From an optimization exercise on the open Yosys and OpenROAD flow, aimed at small area and a short achievable clock period; shortcuts taken in it are not production practice.
At most, simulation tests tie the RTL to the original design; equivalence was not proved.
No functional check of the RTL was part of run 1.

File: run.sh
#!/bin/bash
# synth_recipe.tcl (not shown) runs the flow's synth.tcl, then flattens the netlist and writes it again
# the make line also repeats each setting of config.mk as NAME=value (left out here)
make -C /OpenROAD-flow-scripts/flow DESIGN_CONFIG=/design/flow/config.mk WORK_HOME=/design/flow/orfs CLKGATE_MAP_FILE= SYNTH_SCRIPT=/design/flow/synth_recipe.tcl finish
File: config.mk
export PLATFORM = sky130hd
export DESIGN_NAME = gcd_top
export DESIGN_NICKNAME = gcd_top
export VERILOG_FILES = /design/flow/design.v
export SDC_FILE = /design/flow/constraint.sdc
export NUM_CORES = 4
export LEC_CHECK = 0
export ABC_AREA = 1
export CAP_MARGIN = 20
export CORE_MARGIN = 2
export CORE_UTILIZATION = 60
export PLACE_DENSITY = 0.7
export SETUP_SLACK_MARGIN = 1.9
export SLEW_MARGIN = 20
File: constraint.sdc
create_clock -name core_clock -period 4.5 [get_ports {Clk}]
set_input_delay 0.9000 -clock core_clock [delete_from_list [all_inputs] [get_ports {Clk}]]
set_output_delay 0.9000 -clock core_clock [all_outputs]
set_load 0.01 [all_outputs]
File: design.v
module gcd_input (
    input  wire        Clk,
    input  wire        Reset,
    input  wire        Start,
    input  wire [14:0] Ain,
    input  wire [14:0] Bin,
    output reg  [14:0] Xout,
    output reg  [14:0] Yout,
    output reg  [3:0]  Kout
);
reg  [14:0] a0, b0;
reg         v0;
reg  [14:0] a1, b1;
reg  [3:2]  k1;
reg         v1;
always @(posedge Clk or negedge Reset)
    if (!Reset)      v0 <= 1'b0;
    else if (Start)  v0 <= |(Ain | Bin);
always @(posedge Clk)
    if (Start) begin
        a0 <= Ain;
        b0 <= Bin;
    end
wire [14:0] o0  = a0 | b0;
wire        z8  = ~|o0[7:0];
wire [14:0] o0s = z8 ? {8'b0, o0[14:8]} : o0;
wire        z4  = ~|o0s[3:0];
wire [3:2]  k1n = {z8, z4};
wire [14:0] a0s = (z8 ? {8'b0, a0[14:8]} : a0);
wire [14:0] b0s = (z8 ? {8'b0, b0[14:8]} : b0);
always @(posedge Clk or negedge Reset)
    if (!Reset)      v1 <= 1'b0;
    else if (Start)  v1 <= v0;
always @(posedge Clk)
    if (Start) begin
        a1 <= z4 ? {4'b0, a0s[14:4]} : a0s;
        b1 <= z4 ? {4'b0, b0s[14:4]} : b0s;
        k1 <= k1n;
    end
wire [14:0] o1  = a1 | b1;
wire        z2  = ~|o1[1:0];
wire [14:0] a1s = z2 ? {2'b0, a1[14:2]} : a1;
wire [14:0] b1s = z2 ? {2'b0, b1[14:2]} : b1;
wire        z1  = ~(a1s[0] | b1s[0]);
wire [14:0] a2  = z1 ? {1'b0, a1s[14:1]} : a1s;
wire [14:0] b2  = z1 ? {1'b0, b1s[14:1]} : b1s;
wire        aodd = a2[0];
always @(posedge Clk or negedge Reset)
    if (!Reset)      Xout[0] <= 1'b0;
    else if (Start)  Xout[0] <= v1;
always @(posedge Clk)
    if (Start) begin
        Xout[14:1] <= aodd ? a2[14:1] : b2[14:1];
        Yout       <= aodd ? b2 : a2;
        Kout       <= {k1, z2, z1};
    end
endmodule
module gcd_plc #(
    parameter WYI = 14,
    parameter WYO = 14,
    parameter WXS = 15
)(
    input  wire           Clk,
    input  wire           Reset,
    input  wire           Start,
    input  wire [14:0]    Xin,
    input  wire [WYI-1:0] Yin,
    input  wire [3:0]     Kin,
    output reg  [14:0]    Xout,
    output reg  [WYO-1:0] Yout,
    output reg  [3:0]     Kout
);
localparam WP = WYI - 1;                  
localparam WQ = WXS - 1;                  
localparam W  = (WP > WQ) ? WP : WQ;
wire [W-1:0] p = Yin[WYI-1:1];
wire [W-1:0] q = Xin[WXS-1:1];
wire [W-1:0] h = ~(p ^ q);
wire [W-1:0] g = p & ~q;
reg [W-1:0] gg, hh;
integer lv, i;
always @* begin
    gg = g;
    hh = h;
    for (lv = 1; lv < W; lv = lv * 2)
        for (i = 0; i < W; i = i + 1)
            if ((i / lv) % 2 == 1) begin
                gg[i] = gg[i] | (hh[i] & gg[(i / lv) * lv - 1]);
                hh[i] = hh[i] & hh[(i / lv) * lv - 1];
            end
end
wire [W:0]   c0 = {gg, 1'b0};             
wire [W:0]   c1 = {gg | hh, 1'b1};        
wire         ge = c1[W];                  
wire [W-1:0] ad = h ^ (ge ? c1[W-1:0] : ~c0[W-1:0]);
wire         yo = Yin[0];
wire [W-1:0]  yn = yo ? ad : p;
wire [14:0]   xs = Yin;
always @(posedge Clk or negedge Reset)
    if (!Reset)      Xout[0] <= 1'b0;
    else if (Start)  Xout[0] <= Xin[0];
always @(posedge Clk)
    if (Start) begin
        Xout[14:1] <= (yo & ~ge) ? xs[14:1] : Xin[14:1];
        Yout       <= yn[WYO-1:0];
        Kout       <= Kin;
    end
endmodule
module gcd_plc_last (
    input  wire           Clk,
    input  wire           Reset,
    input  wire           Start,
    input  wire [14:0]    Xin,
    input  wire [3:0]     Kin,
    output reg  [14:0]    Xout,
    output reg  [3:0]     Kout
);
always @(posedge Clk or negedge Reset)
    if (!Reset)      Xout[0] <= 1'b0;
    else if (Start)  Xout[0] <= Xin[0];
always @(posedge Clk)
    if (Start) begin
        Xout[14:1] <= Xin[14:1];
        Kout       <= Kin;
    end
endmodule
module gcd_output (
    input  wire        Clk,
    input  wire        Reset,
    input  wire        Start,
    input  wire [14:0] Xin,
    input  wire [3:0]  Kin,
    output reg  [14:0] Pout,
    output reg         Done
);
wire [14:0] r = Xin << Kin;
always @(posedge Clk or negedge Reset)
    if (!Reset) begin
        Pout <= 15'b0;
        Done <= 1'b0;
    end else if (Start && Xin[0]) begin
        Pout <= r;
        Done <= 1'b1;
    end
endmodule
module gcd_top
#(
    parameter DATA_WIDTH = 16,
    parameter PIPELINE_DEPTH = 31
)(
    input wire                          Clk,
    input wire                          Reset,
    input wire                          Start,
    input wire  signed [DATA_WIDTH-1:0] A,
    input wire  signed [DATA_WIDTH-1:0] B,
    output wire signed [DATA_WIDTH-1:0] Result,
    output wire                         Done
);
wire [14:0] x0;
wire [14:0] y0;
wire [3:0] k0;
wire [14:0] x1;
wire [13:0] y1;
wire [3:0] k1;
wire [14:0] x2;
wire [13:0] y2;
wire [3:0] k2;
wire [14:0] x3;
wire [13:0] y3;
wire [3:0] k3;
wire [14:0] x4;
wire [13:0] y4;
wire [3:0] k4;
wire [14:0] x5;
wire [13:0] y5;
wire [3:0] k5;
wire [14:0] x6;
wire [13:0] y6;
wire [3:0] k6;
wire [14:0] x7;
wire [13:0] y7;
wire [3:0] k7;
wire [14:0] x8;
wire [13:0] y8;
wire [3:0] k8;
wire [14:0] x9;
wire [13:0] y9;
wire [3:0] k9;
wire [14:0] x10;
wire [13:0] y10;
wire [3:0] k10;
wire [14:0] x11;
wire [13:0] y11;
wire [3:0] k11;
wire [14:0] x12;
wire [13:0] y12;
wire [3:0] k12;
wire [14:0] x13;
wire [13:0] y13;
wire [3:0] k13;
wire [14:0] x14;
wire [13:0] y14;
wire [3:0] k14;
wire [14:0] x15;
wire [13:0] y15;
wire [3:0] k15;
wire [14:0] x16;
wire [12:0] y16;
wire [3:0] k16;
wire [14:0] x17;
wire [11:0] y17;
wire [3:0] k17;
wire [14:0] x18;
wire [10:0] y18;
wire [3:0] k18;
wire [14:0] x19;
wire [9:0] y19;
wire [3:0] k19;
wire [14:0] x20;
wire [8:0] y20;
wire [3:0] k20;
wire [14:0] x21;
wire [7:0] y21;
wire [3:0] k21;
wire [14:0] x22;
wire [6:0] y22;
wire [3:0] k22;
wire [14:0] x23;
wire [5:0] y23;
wire [3:0] k23;
wire [14:0] x24;
wire [4:0] y24;
wire [3:0] k24;
wire [14:0] x25;
wire [3:0] y25;
wire [3:0] k25;
wire [14:0] x26;
wire [2:0] y26;
wire [3:0] k26;
wire [14:0] x27;
wire [1:0] y27;
wire [3:0] k27;
wire [14:0] x28;
wire [0:0] y28;
wire [3:0] k28;
wire [14:0] x29;
wire [3:0] k29;
gcd_input input_inst (
    .Clk(Clk), .Reset(Reset), .Start(Start),
    .Ain(A[14:0]), .Bin(B[14:0]),
    .Xout(x0), .Yout(y0), .Kout(k0)
);
gcd_plc #(.WYI(15), .WYO(14), .WXS(15)) step1 (
    .Clk(Clk), .Reset(Reset), .Start(Start),
    .Xin(x0), .Yin(y0), .Kin(k0),
    .Xout(x1), .Yout(y1), .Kout(k1)
);
gcd_plc #(.WYI(14), .WYO(14), .WXS(15)) step2 (
    .Clk(Clk), .Reset(Reset), .Start(Start),
    .Xin(x1), .Yin(y1), .Kin(k1),
    .Xout(x2), .Yout(y2), .Kout(k2)
);
gcd_plc #(.WYI(14), .WYO(14), .WXS(15)) step3 (
    .Clk(Clk), .Reset(Reset), .Start(Start),
    .Xin(x2), .Yin(y2), .Kin(k2),
    .Xout(x3), .Yout(y3), .Kout(k3)
);
gcd_plc #(.WYI(14), .WYO(14), .WXS(15)) step4 (
    .Clk(Clk), .Reset(Reset), .Start(Start),
    .Xin(x3), .Yin(y3), .Kin(k3),
    .Xout(x4), .Yout(y4), .Kout(k4)
);
gcd_plc #(.WYI(14), .WYO(14), .WXS(15)) step5 (
    .Clk(Clk), .Reset(Reset), .Start(Start),
    .Xin(x4), .Yin(y4), .Kin(k4),
    .Xout(x5), .Yout(y5), .Kout(k5)
);
gcd_plc #(.WYI(14), .WYO(14), .WXS(15)) step6 (
    .Clk(Clk), .Reset(Reset), .Start(Start),
    .Xin(x5), .Yin(y5), .Kin(k5),
    .Xout(x6), .Yout(y6), .Kout(k6)
);
gcd_plc #(.WYI(14), .WYO(14), .WXS(15)) step7 (
    .Clk(Clk), .Reset(Reset), .Start(Start),
    .Xin(x6), .Yin(y6), .Kin(k6),
    .Xout(x7), .Yout(y7), .Kout(k7)
);
gcd_plc #(.WYI(14), .WYO(14), .WXS(15)) step8 (
    .Clk(Clk), .Reset(Reset), .Start(Start),
    .Xin(x7), .Yin(y7), .Kin(k7),
    .Xout(x8), .Yout(y8), .Kout(k8)
);
gcd_plc #(.WYI(14), .WYO(14), .WXS(15)) step9 (
    .Clk(Clk), .Reset(Reset), .Start(Start),
    .Xin(x8), .Yin(y8), .Kin(k8),
    .Xout(x9), .Yout(y9), .Kout(k9)
);
gcd_plc #(.WYI(14), .WYO(14), .WXS(15)) step10 (
    .Clk(Clk), .Reset(Reset), .Start(Start),
    .Xin(x9), .Yin(y9), .Kin(k9),
    .Xout(x10), .Yout(y10), .Kout(k10)
);
gcd_plc #(.WYI(14), .WYO(14), .WXS(15)) step11 (
    .Clk(Clk), .Reset(Reset), .Start(Start),
    .Xin(x10), .Yin(y10), .Kin(k10),
    .Xout(x11), .Yout(y11), .Kout(k11)
);
gcd_plc #(.WYI(14), .WYO(14), .WXS(15)) step12 (
    .Clk(Clk), .Reset(Reset), .Start(Start),
    .Xin(x11), .Yin(y11), .Kin(k11),
    .Xout(x12), .Yout(y12), .Kout(k12)
);
gcd_plc #(.WYI(14), .WYO(14), .WXS(15)) step13 (
    .Clk(Clk), .Reset(Reset), .Start(Start),
    .Xin(x12), .Yin(y12), .Kin(k12),
    .Xout(x13), .Yout(y13), .Kout(k13)
);
gcd_plc #(.WYI(14), .WYO(14), .WXS(15)) step14 (
    .Clk(Clk), .Reset(Reset), .Start(Start),
    .Xin(x13), .Yin(y13), .Kin(k13),
    .Xout(x14), .Yout(y14), .Kout(k14)
);
gcd_plc #(.WYI(14), .WYO(14), .WXS(15)) step15 (
    .Clk(Clk), .Reset(Reset), .Start(Start),
    .Xin(x14), .Yin(y14), .Kin(k14),
    .Xout(x15), .Yout(y15), .Kout(k15)
);
gcd_plc #(.WYI(14), .WYO(13), .WXS(14)) step16 (
    .Clk(Clk), .Reset(Reset), .Start(Start),
    .Xin(x15), .Yin(y15), .Kin(k15),
    .Xout(x16), .Yout(y16), .Kout(k16)
);
gcd_plc #(.WYI(13), .WYO(12), .WXS(13)) step17 (
    .Clk(Clk), .Reset(Reset), .Start(Start),
    .Xin(x16), .Yin(y16), .Kin(k16),
    .Xout(x17), .Yout(y17), .Kout(k17)
);
gcd_plc #(.WYI(12), .WYO(11), .WXS(12)) step18 (
    .Clk(Clk), .Reset(Reset), .Start(Start),
    .Xin(x17), .Yin(y17), .Kin(k17),
    .Xout(x18), .Yout(y18), .Kout(k18)
);
gcd_plc #(.WYI(11), .WYO(10), .WXS(11)) step19 (
    .Clk(Clk), .Reset(Reset), .Start(Start),
    .Xin(x18), .Yin(y18), .Kin(k18),
    .Xout(x19), .Yout(y19), .Kout(k19)
);
gcd_plc #(.WYI(10), .WYO(9), .WXS(10)) step20 (
    .Clk(Clk), .Reset(Reset), .Start(Start),
    .Xin(x19), .Yin(y19), .Kin(k19),
    .Xout(x20), .Yout(y20), .Kout(k20)
);
gcd_plc #(.WYI(9), .WYO(8), .WXS(9)) step21 (
    .Clk(Clk), .Reset(Reset), .Start(Start),
    .Xin(x20), .Yin(y20), .Kin(k20),
    .Xout(x21), .Yout(y21), .Kout(k21)
);
gcd_plc #(.WYI(8), .WYO(7), .WXS(8)) step22 (
    .Clk(Clk), .Reset(Reset), .Start(Start),
    .Xin(x21), .Yin(y21), .Kin(k21),
    .Xout(x22), .Yout(y22), .Kout(k22)
);
gcd_plc #(.WYI(7), .WYO(6), .WXS(7)) step23 (
    .Clk(Clk), .Reset(Reset), .Start(Start),
    .Xin(x22), .Yin(y22), .Kin(k22),
    .Xout(x23), .Yout(y23), .Kout(k23)
);
gcd_plc #(.WYI(6), .WYO(5), .WXS(6)) step24 (
    .Clk(Clk), .Reset(Reset), .Start(Start),
    .Xin(x23), .Yin(y23), .Kin(k23),
    .Xout(x24), .Yout(y24), .Kout(k24)
);
gcd_plc #(.WYI(5), .WYO(4), .WXS(5)) step25 (
    .Clk(Clk), .Reset(Reset), .Start(Start),
    .Xin(x24), .Yin(y24), .Kin(k24),
    .Xout(x25), .Yout(y25), .Kout(k25)
);
gcd_plc #(.WYI(4), .WYO(3), .WXS(4)) step26 (
    .Clk(Clk), .Reset(Reset), .Start(Start),
    .Xin(x25), .Yin(y25), .Kin(k25),
    .Xout(x26), .Yout(y26), .Kout(k26)
);
gcd_plc #(.WYI(3), .WYO(2), .WXS(3)) step27 (
    .Clk(Clk), .Reset(Reset), .Start(Start),
    .Xin(x26), .Yin(y26), .Kin(k26),
    .Xout(x27), .Yout(y27), .Kout(k27)
);
gcd_plc #(.WYI(2), .WYO(1), .WXS(2)) step28 (
    .Clk(Clk), .Reset(Reset), .Start(Start),
    .Xin(x27), .Yin(y27), .Kin(k27),
    .Xout(x28), .Yout(y28), .Kout(k28)
);
gcd_plc_last step29 (
    .Clk(Clk), .Reset(Reset), .Start(Start),
    .Xin(x28), .Kin(k28),
    .Xout(x29), .Kout(k29)
);
gcd_output output_inst (
    .Clk(Clk), .Reset(Reset), .Start(Start),
    .Xin(x29), .Kin(k29),
    .Pout(Result[14:0]), .Done(Done)
);
assign Result[15] = 1'b0;
endmodule
==> run notes, run 1 <==
status=finished clean; endpoints failing setup=0; clock latency (worst-skew pair)=0.70 ns; cell taking the most area after synthesis=edfxtp_1; Mapped Area=59900 um^2; Die Y=320 um; EDFF count, synth=917; Total Routing Usage GR=25.0%; DP HPWL=90400 um; Clock Skew=0.0345 ns; final hold violation count=0; share of the synthesized area in the top cell type=46.0%; worst-path maximum fanout=2; H-tree Lvls=3; flop2flop setup slack=2.02 ns; clk buf depth=3; gpl congestion=0.881; first-pass detailed-route iteration total=6; Hold Slack=0.310 ns; worst-case reg-to-reg path depth=9; hold_buf cts=0; slowest CP cell=clkdlybuf4s50_1; Cells after Synth=7242; RSZ-0062 raised after global routing=yes; n_diodes=0; DR DRC count=0; Die Wd=320 um; # rows=115; Via-to-Cell Ratio=5.48; critical-path cell list=clkdlybuf4s50_1; delay-heaviest family, CP=buffers and inverters; Via Count=47600; Seq cells post-synth=965; Fillers=8110; CP Launch Type=flip-flop; Inst Count DP=8416; layout cells sized above 1=8.31%; Final nets=7650; crit-path max cell delay=0.54 ns; first-pass GRT wire length=213000 um; worst slew pin tran=1.14 ns; antenna violations before repair=0; worst r2r src=step10.Yout[4]$_DFFE_PP_; Slew Limit Fails=0; Starting DRT DRC Count=3907; clk root buf=clkbuf_16; Syn-to-layout area delta=9.91%; total routed wirelength=132000 um; vias in the first global route=44100; largest net degree at the start of global routing=177; commonest cells after routing, fill and taps aside=nand2_1 (2349), inv_1 (1067), edfxtp_1 (917); Async SR Flop Fraction=4.97%; setup TNS=0 ns; die area=102000 um^2; clock transition at the registers of the reported paths=0.06 ns; CP bufs+invs=1; total of max-cap violations=0; Slew headroom=24.1%; port bufs=48; Mapped Nets=7590; CP arrival=1.59 ns; sequential fraction of the synthesis area=48.0%; I/O Pins=52; worst hold path class=in -> async; Critical Path RT=3.60 ns; top post-synthesis cells by area=edfxtp_1 (46%), nand2_1 (15%), inv_1 (6.7%); clock sinks=965; Final period util=55.3%; post-layout min period=2.49 ns; Fmax=0.402 GHz; Routed WL per cell=15.2 um; starting density of the core=60.7%; Core Region=98700 um^2; clock buffer count from CTS=104; Distinct cells, synth=57; Worst Setup End Kind=output pin; commonest non-fill, non-tap cell in the layout=nand2_1; Synth warnings=18; WS Path Type=reg -> out; Post-Layout Cell Count=8680; synthesized area per cell=8.27 um^2; Synth Flop Type=edfxtp_1; GRT overflow=0; TritonCTS clock tree=yes; R2R Path End=step11.Xout[7]$_DFFE_PP_; remaining antenna violation count=0
final cells by class:
class / count / area, um^2 / share of cell area (%)
well taps: 1287 / 1610 / 2.45
repair inverters: 5 / 28.8 / 0.0437
clock buffers: 121 / 2750 / 4.18
flip-flops and latches: 965 / 28700 / 43.7
multi-input cells: 5019 / 26400 / 40.2
inverters: 1091 / 4150 / 6.30
repair buffers: 116 / 1200 / 1.83
clock inverters: 76 / 918 / 1.40
how the worst max path moves through the flow:
stage,start,endpoint,depth (start not counted)
floorplan,step2.Yout[3]$_DFFE_PP_,step3.Yout[2]$_DFFE_PP_,14
global placement,Start,output_inst.Pout[14]$_DFFE_PN0P_,7
detailed placement,Start,output_inst.Pout[14]$_DFFE_PN0P_,7
CTS,step1.Yout[3]$_DFFE_PP_,step2.Xout[9]$_DFFE_PP_,11
global route,step11.Yout[2]$_DFFE_PP_,step12.Xout[11]$_DFFE_PP_,11
finish,output_inst.Pout[10]$_DFFE_PN0P_,Result[10],1
through the flow:
step / util [%] / worst slack, ns / area [um^2]
floorplan: - / 2.43 / 59900
global placement: 61.8 / 1.58 / 61000
detailed placement: 61.8 / 1.57 / 61000
CTS: 65.7 / 1.90 / 64800
global route: 66.7 / 1.88 / 65800
finish: 66.7 / 2.01 / 65800
per-layer routing:
layer  part of all wire, %  up-vias  track usage [%]  routed length (um)
met5                     0        -                0                   0
met4                   2.6        0             8.33                3450
met3                   5.2      242             2.95                6870
met2                    48     1286             42.7               63000
met1                    44    22000             33.3               58300
li1                      -    24000                -                   -
cell usage after synthesis (4+ instances only):
| master | count |
|---|---|
| a21oi_4 | 10 |
| clkbuf_1 | 48 |
| or2_2 | 28 |
| buf_2 | 56 |
| inv_2 | 18 |
| a21oi_2 | 54 |
| o21ai_0 | 278 |
| nor2_4 | 4 |
| buf_4 | 26 |
| nand3_1 | 673 |
| o21ai_1 | 130 |
| ha_1 | 313 |
| nor3_2 | 5 |
| or2_1 | 8 |
| nand3_4 | 9 |
| nor2_2 | 33 |
| o21bai_1 | 20 |
| buf_12 | 4 |
| a21oi_1 | 352 |
| buf_6 | 38 |
| dfrtp_1 | 48 |
| buf_1 | 6 |
| edfxtp_1 | 917 |
| o211ai_1 | 8 |
| nand2_2 | 118 |
| a21o_1 | 14 |
| a21boi_0 | 19 |
| nor2_8 | 6 |
| o21ai_2 | 12 |
| nand2_4 | 17 |
| nand2_1 | 2357 |
| clkinv_1 | 5 |
| nand3_2 | 13 |
| nand4_1 | 42 |
| nor3_1 | 20 |
| inv_1 | 1068 |
| nor4_1 | 7 |
| nor3_4 | 11 |
| nand3b_1 | 114 |
| nor2_1 | 307 |
repair_timing:
item	4_1_cts	5_1_grt
resized for setup	16	93
pin swaps	10	30
setup endpoints to repair	176	493
gates cloned	5	14
buffers inserted	5	43
endpoints found under the hold margin	0	0
kinds of logic (layout without fill, tap and decap cells):
| kind of cell | Yosys count | after routing | synth area share [%] |
|---|---|---|---|
| simple gates | 3780 | 3794 | 28.0 |
| flops | 965 | 965 | 48.0 |
| compound gates | 908 | 908 | 8.51 |
| mux | 3 | 3 | 0.0501 |
| buf+inv | 1272 | 1409 | 8.89 |
| fa+ha+maj | 313 | 313 | 6.54 |
| other cells | 1 | 1 | 0.00626 |
==> inputs of run 2 (changes only) <==
--- a/design.v
+++ b/design.v
@@ -75,8 +75,10 @@
 localparam W  = (WP > WQ) ? WP : WQ;
 wire [W-1:0] p = Yin[WYI-1:1];
 wire [W-1:0] q = Xin[WXS-1:1];
-wire [W-1:0] h = ~(p ^ q);
-wire [W-1:0] g = p & ~q;
+wire         yo = Yin[0];
+wire [W-1:0] qm = q & {W{yo}};
+wire [W-1:0] h = ~(p ^ qm);
+wire [W-1:0] g = p & ~qm;
 reg [W-1:0] gg, hh;
 integer lv, i;
 always @* begin
@@ -92,16 +94,14 @@
 wire [W:0]   c0 = {gg, 1'b0};             
 wire [W:0]   c1 = {gg | hh, 1'b1};        
 wire         ge = c1[W];                  
-wire [W-1:0] ad = h ^ (ge ? c1[W-1:0] : ~c0[W-1:0]);
-wire         yo = Yin[0];
-wire [W-1:0]  yn = yo ? ad : p;
-wire [14:0]   xs = Yin;
+wire [W-1:0] yn = h ^ (ge ? c1[W-1:0] : ~c0[W-1:0]);
+wire [14:0]  xs = Yin;
 always @(posedge Clk or negedge Reset)
     if (!Reset)      Xout[0] <= 1'b0;
     else if (Start)  Xout[0] <= Xin[0];
 always @(posedge Clk)
     if (Start) begin
-        Xout[14:1] <= (yo & ~ge) ? xs[14:1] : Xin[14:1];
+        Xout[14:1] <= ge ? Xin[14:1] : xs[14:1];
         Yout       <= yn[WYO-1:0];
         Kout       <= Kin;
     end
==> run 2 against run 1 <==
Net effect:
- worst hold slack got worse by 0.016 ns
- clock skew fell by 0.0062 ns
- non-clock buffer count rose by 160
- setup slack got worse by 0.056 ns
- via count fell by 4.6%
- critical endpoint is now step6.Yout[4]$_DFFE_PP_
- critical path type is now reg -> reg
- wire length fell by 5.9%
- first-iteration DRC count fell by 7.0%
- still clean
- cell count fell by 2.0%
- largest cell class unchanged
==> run notes, run 2 <==
clock transition at the registers of the reported paths=0.06 ns; n_diodes=0; WS Path Type=reg -> reg; Slew Limit Fails=0; die area=97400 um^2; Final nets=7507; main combinational cell family by area after synthesis=simple AND/OR/NAND/NOR gates; met1 GRT Util=34.1%; Hold Slack=0.294 ns; Synth Area in Compound Gates=6.16%; CP Launch Type=flip-flop; H-tree Lvls=3; total of max-cap violations=0; cell taking the most area after synthesis=edfxtp_1; post-synthesis xor/xnor area fraction=0.0154%; TritonCTS clock tree=yes; worst hold path class=in -> async; # rows=112; Synth Flop Type=edfxtp_1; delay-heaviest family, CP=simple AND/OR/NAND/NOR gates; Synth Area in Simple Gates=29.3%; Cells after Synth=6889; sequential fraction of the synthesis area=50.5%; Die Y=312 um; grt peak-use layer=met2; commonest cells after routing, fill and taps aside=nand2_1 (2995), edfxtp_1 (917), inv_1 (818); flop2flop setup slack=1.96 ns; hold_buf cts=0; Mapped Nets=7237; status=finished clean; clock latency (worst-skew pair)=0.70 ns; port bufs=48; GRT overflow=0; RSZ-0062 raised after global routing=yes; Starting DRT DRC Count=3633; Slew headroom=29.6%; Clock Skew=0.0282 ns; Total Routing Usage GR=24.3%; most frequent cell after synthesis=nand2_1; slowest CP cell=edfxtp_1; EDFF count, synth=917; layout cells sized above 1=11.2%; Seq cells post-synth=965; clock sinks=965; Fmax=0.393 GHz; DP HPWL=83700 um; met2 Usage GRT=39.5%; starting density of the core=60.7%; remaining antenna violation count=0; Worst Setup End Kind=flip-flop; gpl congestion=0.895; total routed wirelength=124000 um; Final period util=56.6%; Post-Synth Adder-Cell Area=6.88%; worst slew pin tran=1.06 ns; crit-path max cell delay=0.41 ns; Critical Path RT=4.95 ns; DR DRC count=0; final hold violation count=0; clk buf depth=3; Mapped Area=56900 um^2; Distinct cells, synth=53; commonest non-fill, non-tap cell in the layout=nand2_1; CP arrival=3.00 ns; mux share of post-synthesis cell area=0.0396%; first-pass detailed-route iteration total=6; clk root buf=clkbuf_16; met3 track demand over resource=2.83%; CP bufs+invs=3; synth cell count leaders=nand2_1 (3037), edfxtp_1 (917), inv_1 (826); clock buffer count from CTS=105; vias in the first global route=41100; Syn-to-layout area delta=15.2%; antenna violations before repair=0; Core Region=93700 um^2; critical-path cell list=buf_4 -> nand2_1 -> ha_1 -> nand2_1 -> inv_1 -> nand2_1 -> nand2_2 -> nand2_2 -> nand3_4 -> a21oi_4 -> buf_4 -> nand2_1 -> nand3_1 -> nand2_1; Synth warnings=18; largest net degree at the start of global routing=186; post-layout min period=2.55 ns; synthesized area per cell=8.26 um^2; setup TNS=0 ns; crit-path most repeated cell=nand2_1; Routed WL per cell=14.6 um; top post-synthesis cells by area=edfxtp_1 (48%), nand2_1 (20%), ha_1 (6.9%); first-pass GRT wire length=197000 um; Via-to-Cell Ratio=5.34; endpoints failing setup=0; Via Count=45400; worst-path maximum fanout=10; share of the synthesized area in the top cell type=48.4%; I/O Pins=52; Die Wd=312 um; Async SR Flop Fraction=4.97%
==> run 2: what timing repair did <==
item                                    CTS  global route
pin swaps                                14            80
buffers inserted                         79           116
resized for setup                        39           230
endpoints found under the setup margin  517           489
cloned                                    0            27
==> run 2: worst paths after layout <==
path / startpoint / to / cells after the start
max: step5.Yout[0]$_DFFE_PP_ / step6.Yout[4]$_DFFE_PP_ / 14
min: Reset / input_inst.v0$_DFFE_PN0P_ / 2
max reg2reg: step5.Yout[0]$_DFFE_PP_ / step6.Yout[4]$_DFFE_PP_ / 14
min reg2reg: step28.Xout[4]$_SDFFCE_PN0P_ / step29.Xout[4]$_DFFE_PP_ / 0
max in group asynchronous: Reset / output_inst.Pout[9]$_DFFE_PN0P_ / 2
min in group core_clock: step28.Xout[4]$_SDFFCE_PN0P_ / step29.Xout[4]$_DFFE_PP_ / 0
==> run 2: per-layer routing <==
layer  wire length, um  part of all wire (%)
met5                 0                     0
met4              3390                   2.7
met3              6520                   5.3
met2             57700                    47
met1             56300                    45
==> run 2: area by class of cell <==
type / count / area (um^2)
Tap cell: 1254 / 1570
Multi-Input combinational cell: 4954 / 25700
Fill cell: 7101 / 28200
Clock buffer: 125 / 2740
Timing Repair inverter: 3 / 17.5
Clock inverter: 72 / 945
Sequential cell: 965 / 28700
Inverter: 854 / 3270
Timing Repair Buffer: 276 / 2630
==> run 2: cells by family (layout without fill, tap and decap cells) <==
| kind of cell | after synthesis | after routing |
|---|---|---|
| buf+inv | 991 | 1330 |
| mux | 2 | 2 |
| fa+ha+maj | 313 | 313 |
| simple gates | 4006 | 4023 |
| other cells | 1 | 1 |
| compound gates | 610 | 614 |
| xor+xnor | 1 | 1 |
| flops | 965 | 965 |
==> run 2: metrics by stage <==
step	cells	instance area (um^2)	util, %	setup slack (ns)
after floorplan	6889	56900	-	2.08
after global placement	8084	58400	62.3	1.12
after detailed placement	8084	58400	62.3	1.09
after CTS	8360	63200	67.4	1.89
after global routing	8503	65600	69.9	1.82
final	8503	65600	69.9	1.96
==> inputs of run 3 (changes only) <==
--- a/design.v
+++ b/design.v
@@ -80,16 +80,22 @@
 wire [W-1:0] h = ~(p ^ qm);
 wire [W-1:0] g = p & ~qm;
 reg [W-1:0] gg, hh;
-integer lv, i;
+localparam DMAX = (W > 8) ? 8 : (W > 4) ? 4 : (W > 2) ? 2 : 1;
+integer d, i;
 always @* begin
     gg = g;
     hh = h;
-    for (lv = 1; lv < W; lv = lv * 2)
-        for (i = 0; i < W; i = i + 1)
-            if ((i / lv) % 2 == 1) begin
-                gg[i] = gg[i] | (hh[i] & gg[(i / lv) * lv - 1]);
-                hh[i] = hh[i] & hh[(i / lv) * lv - 1];
-            end
+    for (d = 1; d < W; d = d * 2) begin
+        for (i = 2 * d - 1; i < W; i = i + 2 * d) begin
+            gg[i] = gg[i] | (hh[i] & gg[i - d]);
+            hh[i] = hh[i] & hh[i - d];
+        end
+    end
+    for (d = DMAX / 2; d >= 1; d = d / 2)
+        for (i = 3 * d - 1; i < W; i = i + 2 * d) begin
+            gg[i] = gg[i] | (hh[i] & gg[i - d]);
+            hh[i] = hh[i] & hh[i - d];
+        end
 end
 wire [W:0]   c0 = {gg, 1'b0};             
 wire [W:0]   c1 = {gg | hh, 1'b1};        
--- a/config.mk
+++ b/config.mk
@@ -9,6 +9,8 @@
 export CAP_MARGIN = 20
 export CORE_MARGIN = 2
 export CORE_UTILIZATION = 60
+export CTS_CLUSTER_DIAMETER = 100
+export CTS_CLUSTER_SIZE = 25
 export PLACE_DENSITY = 0.7
-export SETUP_SLACK_MARGIN = 1.9
+export SETUP_SLACK_MARGIN = 2.0
 export SLEW_MARGIN = 20
==> run 3 against run 2 <==
Net effect:
- highest routed layer is now met5
- still clean on timing, DRC and antenna
- via count down 1.0%
- flip-flop and latch count did not move
- die area is 1.4% lower
- cell count down 3.6%
- worst hold slack better by 0.036 ns
- non-clock buffer count increased by 71
- sequential share of layout area fell by 1.4 points
- first-iteration DRC count is 3.8% lower
==> run notes, run 3 <==
endpoints failing setup=0; status=finished clean; clock buffer count from CTS=46; commonest non-fill, non-tap cell in the layout=nand2_1; Fmax=0.392 GHz; Slew Limit Fails=0; Critical Path RT=4.91 ns; Die Y=310 um; Via-to-Cell Ratio=5.48; total routed wirelength=127000 um; layout cells sized above 1=20.9%; Synth Flop Type=edfxtp_1; die area=96000 um^2; vias in the first global route=38800; I/O Pins=52; Die Wd=310 um; gpl congestion=0.857; slowest CP cell=edfxtp_1; crit-path max cell delay=0.47 ns; total of max-cap violations=0; Final period util=56.6%; Via Count=44900; first-pass GRT wire length=182000 um; clock sinks=965; EDFF count, synth=917; critical-path cell list=buf_6 -> nand2_4 -> inv_4 -> ha_4 -> nand2_2 -> inv_2 -> nand2_4 -> nor3_4 -> nand2_2 -> nand3_4 -> nand2_8 -> buf_12 -> nand2_8 -> clkinv_8 -> nand2_4 -> nand2_2; clk root buf=clkbuf_16; RSZ-0062 raised after global routing=yes; worst hold path class=in -> async; GRT overflow=0; Worst Setup End Kind=flip-flop; H-tree Lvls=2; TritonCTS clock tree=yes; Core Region=93000 um^2; sequential fraction of the synthesis area=51.2%; CP Launch Type=flip-flop; largest net degree at the start of global routing=206; worst-path maximum fanout=8; worst slew pin tran=1.05 ns; setup TNS=0 ns; clk buf depth=3; starting density of the core=60.3%; Total Routing Usage GR=22.9%; DR DRC count=0; final hold violation count=0; n_diodes=0; Mapped Area=56100 um^2; # rows=112; Cells after Synth=6636; remaining antenna violation count=0; post-layout min period=2.55 ns; Synth warnings=18; clock transition at the registers of the reported paths=0.10 ns; Hold Slack=0.329 ns; Routed WL per cell=15.5 um; most frequent cell after synthesis=nand2_1; hold_buf cts=0; DP HPWL=77700 um; top post-synthesis cells by area=edfxtp_1 (49%), nand2_1 (19%), ha_1 (7.0%); cell taking the most area after synthesis=edfxtp_1; first-pass detailed-route iteration total=6; synthesized area per cell=8.46 um^2; commonest cells after routing, fill and taps aside=nand2_1 (2456), edfxtp_1 (917), inv_1 (707); synth cell count leaders=nand2_1 (2887), edfxtp_1 (917), inv_1 (741); share of the synthesized area in the top cell type=49.1%; port bufs=48; Slew headroom=30.1%; Syn-to-layout area delta=20.7%; antenna violations before repair=1; Starting DRT DRC Count=3495; Distinct cells, synth=52; WS Path Type=reg -> reg; Mapped Nets=6984; Final nets=7267; CP arrival=2.96 ns; Seq cells post-synth=965; Clock Skew=0.0216 ns; clock latency (worst-skew pair)=0.65 ns; Async SR Flop Fraction=4.97%
-- run 3: changes by cell type in the layout (fill, tap and decap cells not counted), sizes merged, moves of 57 or more --
| cell | delta |
|---|---|
| nor2 | -86 |
| clkbuf | -60 |
| buf | +71 |
| nand2 | -133 |
| inv | -76 |
| a21oi | -57 |
-- run 3: cells by family (layout without fill, tap and decap cells) --
family          Yosys count  in the layout  share of synthesized area (%)
simple gates           3836           3887                           29.0
flops                   965            965                           51.2
buf+inv                 948           1207                           7.10
compound gates          549            549                           5.36
fa+ha+maj               313            313                           6.98
xor+xnor                 20             20                          0.312
mux                       4              4                         0.0803
other cells               1              1                        0.00668
-- run 3: area by class of cell --
cell class | count | area (um^2)
clock buffer | 65 | 1250
clock inverter | 10 | 87.6
fill | 6609 | 25300
inverter | 780 | 3060
multi-input combinational | 4774 | 29500
sequential | 965 | 28700
tap | 1254 | 1570
timing repair buffer | 347 | 3430
timing repair inverter | 5 | 40.0
-- run 3: worst max-delay path: cells and delay by family, from the launching register on --
kind                       cells  cell delay [ns]
adders and majority gates      1             0.26
and+or+nand+nor               10             0.97
DFF                            1             0.47
buffers and inverters          5             0.59
-- run 3: final timing paths --
path	start	to	slack (ns)	cells past startpoint
max	step5.Yout[0]$_DFFE_PP_	step6.Xout[9]$_DFFE_PP_	1.95	16
max in group asynchronous	Reset	step4.Xout[0]$_DFFE_PN0P_	3.72	2
min in group core_clock	step27.Kout[1]$_DFFE_PP_	step28.Kout[1]$_DFFE_PP_	0.41	0
min	Reset	output_inst.Pout[0]$_DFFE_PN0P_	0.33	2
min reg2reg	step27.Kout[1]$_DFFE_PP_	step28.Kout[1]$_DFFE_PP_	0.41	0
max reg2reg	step5.Yout[0]$_DFFE_PP_	step6.Xout[9]$_DFFE_PP_	1.95	16
-- run 3: timing repair --
| action | CTS | global route |
|---|---|---|
| cloned | 29 | 42 |
| buffers inserted | 80 | 188 |
| pin swaps | 11 | 365 |
| endpoints found under the hold margin | 0 | 0 |
| resized for setup | 90 | 1169 |
| endpoints found under the setup margin | 610 | 634 |
-- run 3: through the flow --
stage	instance area, um^2	setup WS (ns)	cells	utilization, %
after detailed placement	57300	1.22	7786	61.6
after global routing	67700	1.79	8200	72.8
after global placement	57300	1.24	7786	61.6
after floorplan	56100	2.09	6636	-
final	67700	1.95	8200	72.8
after CTS	60100	1.98	7970	64.6
-- run 3: per-layer routing --
metal / vias to the layer above / part of all wire [%] / GRT usage (%)
met3: 255 / 4.0 / 2.21
met4: 2 / 2.9 / 7.02
met1: 21300 / 42 / 29.2
met2: 1088 / 51 / 41.1
met5: - / 0.010 / 0
li1: 22200 / - / -
==> inputs of run 4 (changes only) <==
--- a/config.mk
+++ b/config.mk
@@ -12,5 +12,5 @@
 export CTS_CLUSTER_DIAMETER = 100
 export CTS_CLUSTER_SIZE = 25
 export PLACE_DENSITY = 0.7
-export SETUP_SLACK_MARGIN = 2.0
+export SETUP_SLACK_MARGIN = 1.7
 export SLEW_MARGIN = 20
==> run 4 against run 3 <==
Net effect:
- register-to-register slack lost 0.07 ns
- largest cell class is now flip-flops and latches
- worst hold slack better by 0.0041 ns
- non-clock buffer count fell by 217
- core utilization down 8.8 points
- flip-flop and latch count unchanged
- synthesized cell count stayed put
- wire length is 14% lower
- critical path depth is 2 lower
- first-iteration DRC count is 13% lower
- die area stayed put
- still clean on timing, DRC and antenna
==> run notes, run 4 <==
post-layout min period=2.62 ns; vias in the first global route=37800; worst setup path start=step15.Yout[0]$_DFFE_PP_; Synth warnings=18; GRT overflow=0; most frequent cell after synthesis=nand2_1; Syn-to-layout area delta=6.14%; starting density of the core=60.3%; commonest non-fill, non-tap cell in the layout=nand2_1; remaining antenna violation count=0; Clock Skew=0.0220 ns; Mapped Nets=6984; Die Y=310 um; CP Launch Type=flip-flop; Starting DRT DRC Count=3033; Async SR Flop Fraction=4.97%; worst-path maximum fanout=14; antenna violations before repair=1; Fillers=7807; H-tree Lvls=2; fin worst setup slack=1.88 ns; Post-Layout Cell Count=7941; DP HPWL=77700 um; Fmax=0.381 GHz; hold_buf cts=0; Routed WL per cell=13.7 um; Die Wd=310 um; port bufs=48; dpl cell area=57300 um^2; share of the synthesized area in the top cell type=49.1%; Place WS=1.22 ns; clk buf depth=3; setup TNS=0 ns; largest net degree at the start of global routing=206; Core Region=93000 um^2; status=finished clean; cell taking the most area after synthesis=edfxtp_1; Worst Setup End Kind=flip-flop; total routed wirelength=109000 um; clock transition at the registers of the reported paths=0.10 ns; total of max-cap violations=0; Slew Limit Fails=0; clock buffer count from CTS=46; # rows=112; worst hold path class=in -> async; clk root buf=clkbuf_16; post-route core utilization=64.0%; first-pass detailed-route iteration total=6; CP arrival=3.03 ns; WS Path Type=reg -> reg; EDFF count, synth=917; die area=96000 um^2; worst slew pin tran=1.17 ns; first-pass GRT wire length=177000 um; layout cells sized above 1=5.97%; n_diodes=0; endpoints failing setup=0; Inst Count DP=7786; DR DRC count=0; worst r2r src=step15.Yout[0]$_DFFE_PP_; Seq cells post-synth=965; synthesized area per cell=8.46 um^2; Final Cell Area=59600 um^2; Synth Flop Type=edfxtp_1; sequential fraction of the synthesis area=51.2%; Distinct cells, synth=52; Total Routing Usage GR=22.1%; top post-synthesis cells by area=edfxtp_1 (49%), nand2_1 (19%), ha_1 (7.0%); gpl congestion=0.857; Slew headroom=21.9%; Final period util=58.3%; commonest cells after routing, fill and taps aside=nand2_1 (2881), edfxtp_1 (917), inv_1 (736); Cells after Synth=6636; clock latency (worst-skew pair)=0.65 ns; Via-to-Cell Ratio=5.29; I/O Pins=52; Via Count=42000; synth cell count leaders=nand2_1 (2887), edfxtp_1 (917), inv_1 (741); clock sinks=965; Final nets=7008; Mapped Area=56100 um^2; Critical Path RT=4.90 ns; RSZ-0062 raised after global routing=no; TritonCTS clock tree=yes; final hold violation count=0
## run 4: metal layers
layer | vias to the layer above | GRT usage (%) | wire [um]
li1 | 21600 | - | -
met1 | 19500 | 28.4 | 47800
met2 | 696 | 39.8 | 54900
met3 | 168 | 2.12 | 3350
met4 | 2 | 6.55 | 2920
met5 | - | 0 | 13
## run 4: cell type report
type	count	area, um^2	share of cell area (%)
Clock buffer	65	1250	2.11
Clock inverter	10	87.6	0.147
Inverter	780	2980	5.00
Multi-Input combinational cell	4735	23700	39.8
Sequential cell	965	28700	48.3
Tap cell	1254	1570	2.63
Timing Repair Buffer	130	1190	2.00
Timing Repair inverter	2	15.0	0.0252
## run 4: repair_timing
item / 4_1_cts / 5_1_grt
setup buffers: 33 / 33
hold endpoints to repair: 0 / 0
setup endpoints to repair: 212 / 466
resized for setup: 9 / 54
pin swaps: 1 / 5
cloned: 2 / 12
## run 4: cell families (layout without fill, tap and decap cells)
group | count (synthesis) | in the layout | share of synthesized area, %
buffers and inverters | 948 | 987 | 7.10
and+or+nand+nor | 3836 | 3848 | 29.0
DFF | 965 | 965 | 51.2
muxes | 4 | 4 | 0.0803
adders and majority gates | 313 | 313 | 6.98
AOI/OAI and AO/OA | 549 | 549 | 5.36
other | 1 | 1 | 0.00668
xor gates and xnor gates | 20 | 20 | 0.312
## run 4: critical path, cell delays in order, from the launching register on
cell and delay, ns:
edfxtp_1 0.46, buf_4 0.19, buf_4 0.14, nand2_1 0.06
ha_1 0.26, a21oi_1 0.24, o22ai_1 0.11, nor2_1 0.14
nand3_1 0.14, nand2_4 0.21, nand2_8 0.13, nand2_1 0.13
nand2_1 0.06, nand2_1 0.06, nand2_1 0.05
## run 4: final timing paths
path | to | cells after the start | slack [ns]
max | step16.Yout[7]$_DFFE_PP_ | 14 | 1.88
min in group core_clock | step28.Kout[1]$_DFFE_PP_ | 0 | 0.41
max reg2reg | step16.Yout[7]$_DFFE_PP_ | 14 | 1.88
max in group asynchronous | step7.Xout[0]$_DFFE_PN0P_ | 2 | 3.71
min reg2reg | step28.Kout[1]$_DFFE_PP_ | 0 | 0.41
min | output_inst.Pout[0]$_DFFE_PN0P_ | 2 | 0.33
## run 4: per-stage QoR
step	hold slack [ns]
finish	0.333
global route	0.401
CTS	0.332
detailed placement	0.405
global placement	0.400
floorplan	0.400
==> inputs of run 5 (changes only) <==
--- a/config.mk
+++ b/config.mk
@@ -12,5 +12,5 @@
 export CTS_CLUSTER_DIAMETER = 100
 export CTS_CLUSTER_SIZE = 25
 export PLACE_DENSITY = 0.7
-export SETUP_SLACK_MARGIN = 1.7
+export SETUP_SLACK_MARGIN = 1.85
 export SLEW_MARGIN = 20
==> run 5 against run 4 <==
Net effect:
- register-to-register slack got worse by 0.02 ns
- clock-buffer cell count stayed put
- synthesized cell count unchanged
- critical endpoint is now step10.Yout[5]$_DFFE_PP_
- largest cell class unchanged
==> run notes, run 5 <==
status=finished clean; Clock Skew=0.0199 ns; most frequent cell after synthesis=nand2_1; # rows=112; share of the synthesized area in the top cell type=49.1%; final hold violation count=0; Slew headroom=26.9%; CP bufs+invs=2; critical-path cell list=buf_6 -> buf_4 -> nand2_1 -> ha_4 -> nand2_1 -> o21ai_0 -> nor2_1 -> nand3_4 -> nand2_8 -> nand2_8 -> nand2_1 -> nand2_1 -> nand2_1 -> nand2_1; clock latency (worst-skew pair)=0.65 ns; CP Launch Type=flip-flop; vias in the first global route=38000; crit-path most repeated cell=nand2_1; post-route core utilization=65.8%; antenna violations before repair=1; first-pass detailed-route iteration total=6; Synth Flop Type=edfxtp_1; post-layout min period=2.64 ns; starting density of the core=60.3%; Critical Path RT=4.89 ns; largest net degree at the start of global routing=206; Final nets=7075; dpl cell area=57300 um^2; Worst Setup End Kind=flip-flop; WS Path Type=reg -> reg; clock sinks=965; Mapped Area=56100 um^2; Slew Limit Fails=0; CP arrival=3.03 ns; Mapped Nets=6984; Distinct cells, synth=52; top post-synthesis cells by area=edfxtp_1 (49%), nand2_1 (19%), ha_1 (7.0%); delay-heaviest family, CP=simple AND/OR/NAND/NOR gates; layout cells sized above 1=8.50%; Final period util=58.6%; Die Wd=310 um; I/O Pins=52; gpl congestion=0.857; slowest CP cell=edfxtp_1; die area=96000 um^2; remaining antenna violation count=0; endpoints failing setup=0; first-pass GRT wire length=178000 um; synthesized area per cell=8.46 um^2; RSZ-0062 raised after global routing=yes; Cells after Synth=6636; Starting DRT DRC Count=3247; worst-path maximum fanout=7; commonest non-fill, non-tap cell in the layout=nand2_1; Die Y=310 um; commonest cells after routing, fill and taps aside=nand2_1 (2830), edfxtp_1 (917), inv_1 (735); DR DRC count=0; TritonCTS clock tree=yes; Routed WL per cell=14.2 um; Core Region=93000 um^2; clock transition at the registers of the reported paths=0.10 ns; clock buffer count from CTS=46; total routed wirelength=114000 um; total of max-cap violations=0; Via Count=42800; Async SR Flop Fraction=4.97%; cell taking the most area after synthesis=edfxtp_1; Fillers=7604; synth cell count leaders=nand2_1 (2887), edfxtp_1 (917), inv_1 (741); Fmax=0.379 GHz; Place WS=1.22 ns; n_diodes=0; port bufs=48; GRT overflow=0; setup TNS=0 ns; sequential fraction of the synthesis area=51.2%; Via-to-Cell Ratio=5.34; Total Routing Usage GR=22.3%; Synth warnings=18; EDFF count, synth=917; Syn-to-layout area delta=9.10%; H-tree Lvls=2; Final Cell Area=61200 um^2; fin worst setup slack=1.86 ns; worst slew pin tran=1.10 ns; worst hold path class=in -> async; DP HPWL=77700 um; clk buf depth=3; Seq cells post-synth=965; clk root buf=clkbuf_16; crit-path max cell delay=0.50 ns
==> run 5: cell counts after synthesis <==
Identical to the previous run, type by type.
==> run 5: path summary, 6_finish.rpt <==
check                                              start                         endpoint  slack [ns]  cells after the start
min in group core_clock         step27.Kout[1]$_DFFE_PP_         step28.Kout[1]$_DFFE_PP_        0.41                      0
worst min register to register  step27.Kout[1]$_DFFE_PP_         step28.Kout[1]$_DFFE_PP_        0.41                      0
worst max register to register   step9.Yout[0]$_DFFE_PP_         step10.Yout[5]$_DFFE_PP_        1.86                     14
max in group asynchronous                          Reset        step4.Xout[0]$_DFFE_PN0P_        3.71                      2
worst min-delay path                               Reset  output_inst.Pout[0]$_DFFE_PN0P_        0.34                      2
worst max-delay path             step9.Yout[0]$_DFFE_PP_         step10.Yout[5]$_DFFE_PP_        1.86                     14
==> run 5: worst register-to-register path, cell delays in order, from the launching register on <==
cell and delay [ns]:
edfxtp_1 0.50, buf_6 0.20, buf_4 0.14, nand2_1 0.09
ha_4 0.23, nand2_1 0.08, o21ai_0 0.09, nor2_1 0.25
nand3_4 0.17, nand2_8 0.19, nand2_8 0.10, nand2_1 0.14
nand2_1 0.07, nand2_1 0.09, nand2_1 0.07
==> run 5: kinds of logic after synthesis <==
family                   share of synthesized area [%]
AND/OR/NAND/NOR                                   29.0
flip-flops                                        51.2
buffers and inverters                             7.10
AO/OA/AOI/OAI                                     5.36
adder cells (fa/ha/maj)                           6.98
XOR/XNOR                                         0.312
multiplexers                                    0.0803
other                                          0.00668
==> run 5: final cells by class <==
cell class	count	area (um^2)	share of cell area [%]
clock buffers	65	1250	2.05
clock inverters	10	87.6	0.143
inverters	780	3010	4.92
multi-input cells	4764	24900	40.7
flip-flops and latches	965	28700	46.9
well taps	1254	1570	2.56
repair buffers	169	1660	2.70
repair inverters	1	7.51	0.0123
==> run 5: timing repair <==
action                     CTS  global route
setup buffers               51            53
gates cloned                 5            38
pin swaps                    3            53
gates resized for setup     25           229
setup endpoints to repair  486           575
hold buffers                 0             0
==> run 5: layer usage <==
layer  vias up  wire length (um)  track usage, %
met5         -                13               0
met2       825             57200            39.9
met4         2              3160            6.70
met1     19900             49000            28.5
li1      21800                 -               -
met3       194              4250            2.16
==> run 5: metrics by stage <==
step / hold WS (ns) / instances
final: 0.336 / 8008
after floorplan: 0.400 / 6636
after global placement: 0.400 / 7786
after detailed placement: 0.405 / 7786
after CTS: 0.332 / 7917
after global routing: 0.401 / 8008
==> inputs of run 6 (changes only) <==
--- a/config.mk
+++ b/config.mk
@@ -12,5 +12,5 @@
 export CTS_CLUSTER_DIAMETER = 100
 export CTS_CLUSTER_SIZE = 25
 export PLACE_DENSITY = 0.7
-export SETUP_SLACK_MARGIN = 1.85
+export SETUP_SLACK_MARGIN = 1.75
 export SLEW_MARGIN = 20
==> run 6 against run 5 <==
Net effect:
- fmax is 0.20% lower
- synthesized area stayed put
- flip-flop and latch count stayed put
- critical path depth is 1 higher
- register-to-register slack about the same
- synthesized cell count unchanged
- sequential share of layout area increased by 1.0 points
- cell count is 0.65% lower
- setup slack got worse by 0.0054 ns
- global-route usage fell by 0.083 points
- largest cell class unchanged
==> run notes, run 6 <==
status=finished clean; fin worst setup slack=1.86 ns; register area=28700 um^2; die area=96000 um^2; Mapped Nets=6984; Clock Skew=0.0220 ns; Worst Setup End Kind=flip-flop; final hold violation count=0; antenna violations before repair=1; critical path depth=15; Syn-to-layout area delta=6.73%; Fillers=7761; Slew headroom=27.3%; top post-synthesis cells by area=edfxtp_1 (49%), nand2_1 (19%), ha_1 (7.0%); Distinct cells, synth=52; Cells after Synth=6636; worst setup path start=step15.Yout[0]$_DFFE_PP_; CP arrival=3.04 ns; H-tree Lvls=2; Synth warnings=18; slowest CP cell=edfxtp_1; share of the synthesized area in the top cell type=49.1%; DP HPWL=77700 um; crit-path most repeated cell=nand2_1; synthesized area per cell=8.46 um^2; Place WS=1.22 ns; Die Wd=310 um; clk buf depth=3; Via-to-Cell Ratio=5.31; Final nets=7023; clock sinks=965; post-layout min period=2.64 ns; Mapped Area=56100 um^2; post-route core utilization=64.4%; synth cell count leaders=nand2_1 (2887), edfxtp_1 (917), inv_1 (741); GRT overflow=0; cell taking the most area after synthesis=edfxtp_1; Slew Limit Fails=0; Routed WL per cell=13.9 um; Critical Path RT=4.90 ns; n_diodes=0; Via Count=42300; sequential fraction of the synthesis area=51.2%; EDFF count, synth=917; clk root buf=clkbuf_16; Total Routing Usage GR=22.2%; first-pass detailed-route iteration total=6; # rows=112; WS Path Type=reg -> reg; commonest non-fill, non-tap cell in the layout=nand2_1; worst r2r src=step15.Yout[0]$_DFFE_PP_; clock latency (worst-skew pair)=0.65 ns; port bufs=48; vias in the first global route=37900; Final period util=58.8%; setup TNS=0 ns; Post-Layout Cell Count=7956; commonest cells after routing, fill and taps aside=nand2_1 (2871), edfxtp_1 (917), inv_1 (736); I/O Pins=52; total of max-cap violations=0; remaining antenna violation count=0; largest net degree at the start of global routing=206; Synth Flop Type=edfxtp_1; starting density of the core=60.3%; delay-heaviest family, CP=simple AND/OR/NAND/NOR gates; most frequent cell after synthesis=nand2_1; clock buffer count from CTS=46; Core Region=93000 um^2; CP bufs+invs=3; Die Y=310 um; R2R Path End=step16.Yout[1]$_DFFE_PP_; endpoints failing setup=0; Setup crit end=step16.Yout[1]$_DFFE_PP_; critical-path cell list=buf_4 -> buf_4 -> buf_4 -> nand2_1 -> ha_1 -> nand2_1 -> o22ai_1 -> nor2_1 -> nand3_2 -> nand2_4 -> nand2_8 -> nand2_1 -> nand2_1 -> nand2_1 -> nand2_1; worst slew pin tran=1.09 ns; worst-path maximum fanout=7; clock transition at the registers of the reported paths=0.10 ns; Starting DRT DRC Count=2982; flop2flop setup slack=1.86 ns; Inst Count DP=7786; Seq cells post-synth=965; worst-case reg-to-reg path depth=15; total routed wirelength=110000 um; RSZ-0062 raised after global routing=yes; Fmax=0.378 GHz; DR DRC count=0; crit-path max cell delay=0.48 ns; Async SR Flop Fraction=4.97%; first-pass GRT wire length=177000 um; area of the multi-input gates=24000 um^2; worst hold path class=in -> async; gpl congestion=0.857; layout cells sized above 1=6.46%; TritonCTS clock tree=yes; CP Launch Type=flip-flop
## run 6: changes by cell type in the layout (fill, tap and decap cells not counted), moves of 16 or more
cell	change
nand2_1	+41
nand2_2	-36
ha_1	+25
a21oi_2	-16
ha_4	-22
buf_4	-16
a21oi_1	+16
## run 6: logic make-up after synthesis
family	count (synthesis)	synth area share (%)
AO/OA/AOI/OAI	549	5.36
AND/OR/NAND/NOR	3836	29.0
adder cells (fa/ha/maj)	313	6.98
other	1	0.00668
flip-flops	965	51.2
XOR/XNOR	20	0.312
multiplexers	4	0.0803
buffers and inverters	948	7.10
## run 6: layout make-up
class | count | share of cell area, %
Sequential cell | 965 | 48.0
Multi-Input combinational cell | 4747 | 40.1
Inverter | 780 | 5.01
Tap cell | 1254 | 2.62
Clock buffer | 65 | 2.09
Timing Repair Buffer | 134 | 2.06
Clock inverter | 10 | 0.146
Timing Repair inverter | 1 | 0.0125
## run 6: per-layer routing
metal,wire length [um],GRT usage (%),part of all wire [%],vias up
met5,13,0,0.012,-
met4,3010,6.59,2.7,2
met3,3660,2.13,3.3,176
met2,55400,39.8,50,758
met1,48200,28.4,44,19700
li1,-,-,-,21700
## run 6: repair_timing
action	in CTS	in global routing
hold buffers	0	0
endpoints found under the hold margin	0	0
cloned	3	22
resized for setup	13	99
setup endpoints to repair	326	517
buffers inserted	40	30
pin swaps	2	10
## run 6: per-stage QoR
stage / cell area, um^2 / hold slack, ns
final: 59900 / 0.340
after floorplan: 56100 / 0.400
after detailed placement: 57300 / 0.405
after global routing: 59900 / 0.401
after global placement: 57300 / 0.400
after CTS: 59000 / 0.332
## run 6: worst min path at each step
stage                                    start                         endpoint  cells after the start
CTS                                      Reset  output_inst.Pout[0]$_DFFE_PN0P_                      2
finish                                   Reset  output_inst.Pout[0]$_DFFE_PN0P_                      2
global route                             Reset  output_inst.Pout[5]$_DFFE_PN0P_                      2
global placement      step28.Kout[3]$_DFFE_PP_         step29.Kout[3]$_DFFE_PP_                      0
detailed placement  input_inst.k1[2]$_DFFE_PP_     input_inst.Kout[2]$_DFFE_PP_                      0
floorplan           input_inst.k1[2]$_DFFE_PP_     input_inst.Kout[2]$_DFFE_PP_                      0
==> inputs of run 7 (changes only) <==
--- a/config.mk
+++ b/config.mk
@@ -12,5 +12,5 @@
 export CTS_CLUSTER_DIAMETER = 100
 export CTS_CLUSTER_SIZE = 25
 export PLACE_DENSITY = 0.7
-export SETUP_SLACK_MARGIN = 1.75
+export SETUP_SLACK_MARGIN = 1.9
 export SLEW_MARGIN = 20
==> run 7 against run 6 <==
Net effect:
- still clean on timing, DRC and antenna
- global-route usage increased by 0.22 points
- flip-flop and latch count unchanged
- worst hold slack lost 0.0096 ns
- setup slack improved by 0.076 ns
- die area unchanged
- clock skew is 0.0024 ns lower
- design area grew 4.0%
- critical endpoint is now step6.Yout[8]$_DFFE_PP_
- highest routed layer unchanged
==> run notes, run 7 <==
antenna violations before repair=1; I/O Pins=52; synth cell count leaders=nand2_1 (2887), edfxtp_1 (917), inv_1 (741); fin worst setup slack=1.93 ns; Via Count=43200; Syn-to-layout area delta=11.0%; mux share of post-synthesis cell area=0.0803%; Clock Skew=0.0197 ns; H-tree Lvls=2; total routed wirelength=116000 um; Seq cells post-synth=965; # rows=112; flop2flop setup slack=1.93 ns; top post-synthesis cells by area=edfxtp_1 (49%), nand2_1 (19%), ha_1 (7.0%); Via-to-Cell Ratio=5.37; Mapped Area=56100 um^2; clock buffer count from CTS=46; Hold Slack=0.331 ns; Synth warnings=18; Slew headroom=25.0%; Core Region=93000 um^2; status=finished clean; Async SR Flop Fraction=4.97%; Final period util=57.1%; DR DRC count=0; clock transition at the registers of the reported paths=0.10 ns; register area=28700 um^2; worst hold path class=in -> async; Fmax=0.389 GHz; Total Routing Usage GR=22.4%; main combinational cell family by area after synthesis=simple AND/OR/NAND/NOR gates; first-pass GRT wire length=179000 um; worst slew pin tran=1.12 ns; Slew Limit Fails=0; first-pass detailed-route iteration total=6; Mapped Nets=6984; endpoints failing setup=0; Fillers=7460; dpl cell area=57300 um^2; starting density of the core=60.3%; Die Wd=310 um; CP arrival=2.97 ns; commonest non-fill, non-tap cell in the layout=nand2_1; gpl congestion=0.857; largest net degree at the start of global routing=206; sequential fraction of the synthesis area=51.2%; layout cells sized above 1=10.6%; cell taking the most area after synthesis=edfxtp_1; total of max-cap violations=0; clk buf depth=3; Cells after Synth=6636; Synth Area in Compound Gates=5.36%; Synth Flop Type=edfxtp_1; Worst Setup End Kind=flip-flop; post-synthesis xor/xnor area fraction=0.312%; Place WS=1.22 ns; Routed WL per cell=14.4 um; Die Y=310 um; Synth Area in Simple Gates=29.0%; worst-path maximum fanout=8; setup TNS=0 ns; Final nets=7111; Critical Path RT=4.90 ns; hold_buf cts=0; area of the multi-input gates=25700 um^2; n_diodes=0; GRT overflow=0; synthesized area per cell=8.46 um^2; post-layout min period=2.57 ns; Final Cell Area=62300 um^2; Starting DRT DRC Count=3229; EDFF count, synth=917; die area=96000 um^2; most frequent cell after synthesis=nand2_1; share of the synthesized area in the top cell type=49.1%; port bufs=48; clock sinks=965; DP HPWL=77700 um; vias in the first global route=38200; CP Launch Type=flip-flop; clk root buf=clkbuf_16; Post-Synth Adder-Cell Area=6.98%; final hold violation count=0; Distinct cells, synth=52; TritonCTS clock tree=yes; commonest cells after routing, fill and taps aside=nand2_1 (2783), edfxtp_1 (917), inv_1 (734); WS Path Type=reg -> reg; RSZ-0062 raised after global routing=yes; clock latency (worst-skew pair)=0.65 ns; remaining antenna violation count=0
run 7: cell counts after synthesis:
No cell type changed its count.
run 7: cells by family (layout without fill, tap and decap cells):
kind of cell    Yosys count  after routing
other cells               1              1
compound gates          549            549
buf+inv                 948           1055
mux                       4              4
fa+ha+maj               313            313
xor+xnor                 20             20
simple gates           3836           3883
flops                   965            965
run 7: path summary, 6_finish.rpt:
| check | from | cells after the start | to |
|---|---|---|---|
| setup / recovery | step5.Yout[0]$_DFFE_PP_ | 15 | step6.Yout[8]$_DFFE_PP_ |
| hold / removal | Reset | 2 | output_inst.Pout[0]$_DFFE_PN0P_ |
| setup reg to reg | step5.Yout[0]$_DFFE_PP_ | 15 | step6.Yout[8]$_DFFE_PP_ |
| hold reg to reg | step27.Kout[1]$_DFFE_PP_ | 0 | step28.Kout[1]$_DFFE_PP_ |
| max in group asynchronous | Reset | 2 | step4.Xout[0]$_DFFE_PN0P_ |
| min in group core_clock | step27.Kout[1]$_DFFE_PP_ | 0 | step28.Kout[1]$_DFFE_PP_ |
run 7: cell type report:
type,instances,area share (%)
clock inverter,10,0.141
timing repair inverter,2,0.0201
tap,1254,2.52
clock buffer,65,2.01
timing repair buffer,198,3.13
inverter,780,4.84
multi-input combinational,4770,41.2
sequential,965,46.1
run 7: per-layer routing:
metal  vias to the layer above  GRT usage (%)  share of wire, %
met5                         -              0             0.011
met4                         2           6.75               2.8
met3                       211           2.17               3.8
met2                       860           40.2                50
met1                     20200           28.7                43
li1                      21900              -                 -
run 7: repair_timing:
| action | CTS | global route |
|---|---|---|
| endpoints found under the setup margin | 519 | 604 |
| hold endpoints to repair | 0 | 0 |
| cloned | 10 | 42 |
| pin swaps | 3 | 91 |
| buffers inserted | 56 | 75 |
| gates resized for setup | 36 | 359 |
run 7: through the flow:
step,util [%],instances
after floorplan,-,6636
after global placement,61.6,7786
after global routing,66.9,8044
after detailed placement,61.6,7786
after CTS,63.8,7927
final,66.9,8044
run 7: critical path: stages, from the launching register on:
cell and delay [ns]:
edfxtp_1 0.44, buf_6 0.16, nand2_1 0.06, ha_1 0.34, nand2_2 0.14, inv_1 0.05, a21oi_1 0.17, nand2_2 0.13
nand2_4 0.09, nand3_4 0.13, nand2_8 0.17, nand2_8 0.11, nand2_2 0.13, nand2_1 0.06, nand2_1 0.07, nand2_1 0.06

-- re-timing with driven ports --
In the flow no input, the clock included, has a driving cell. The finished layouts below were timed again as built, in two steps.
Step 1, drivers: a clkbuf_16 drives Clk and a buf_2 each remaining input, both assumed.
Step 2 moves the port delays by t, midway between the first and last clock arrival at a register: inputs arrive t later, outputs are due t later. That takes back most of the time a late clock gives input paths.
Slacks: ideal / step 1 / step 2; pairs: ideal / step 1.
run | t (ns) | setup slack, ns | clock arrival spread, ns | cell pins on the clock port's net
run 1 | 0.758 | 2.011 / 1.937 / 1.548 | 0.038 / 0.038 | 1
run 2 | 0.752 | 1.955 / 1.924 / 1.433 | 0.032 / 0.033 | 1
run 3 | 0.714 | 1.951 / 1.951 / 1.714 | 0.023 / 0.023 | 1
run 4 | 0.708 | 1.876 / 1.876 / 1.477 | 0.025 / 0.025 | 1
run 5 | 0.708 | 1.861 / 1.861 / 1.465 | 0.021 / 0.021 | 1
run 6 | 0.704 | 1.855 / 1.855 / 1.470 | 0.025 / 0.025 | 1
run 7 | 0.711 | 1.932 / 1.927 / 1.479 | 0.021 / 0.022 | 1
After both steps setup and hold are still met in every run listed. For run 2, which loses most, drivers alone change the setup slack by -0.031 ns; drivers and shift together by -0.522 ns.
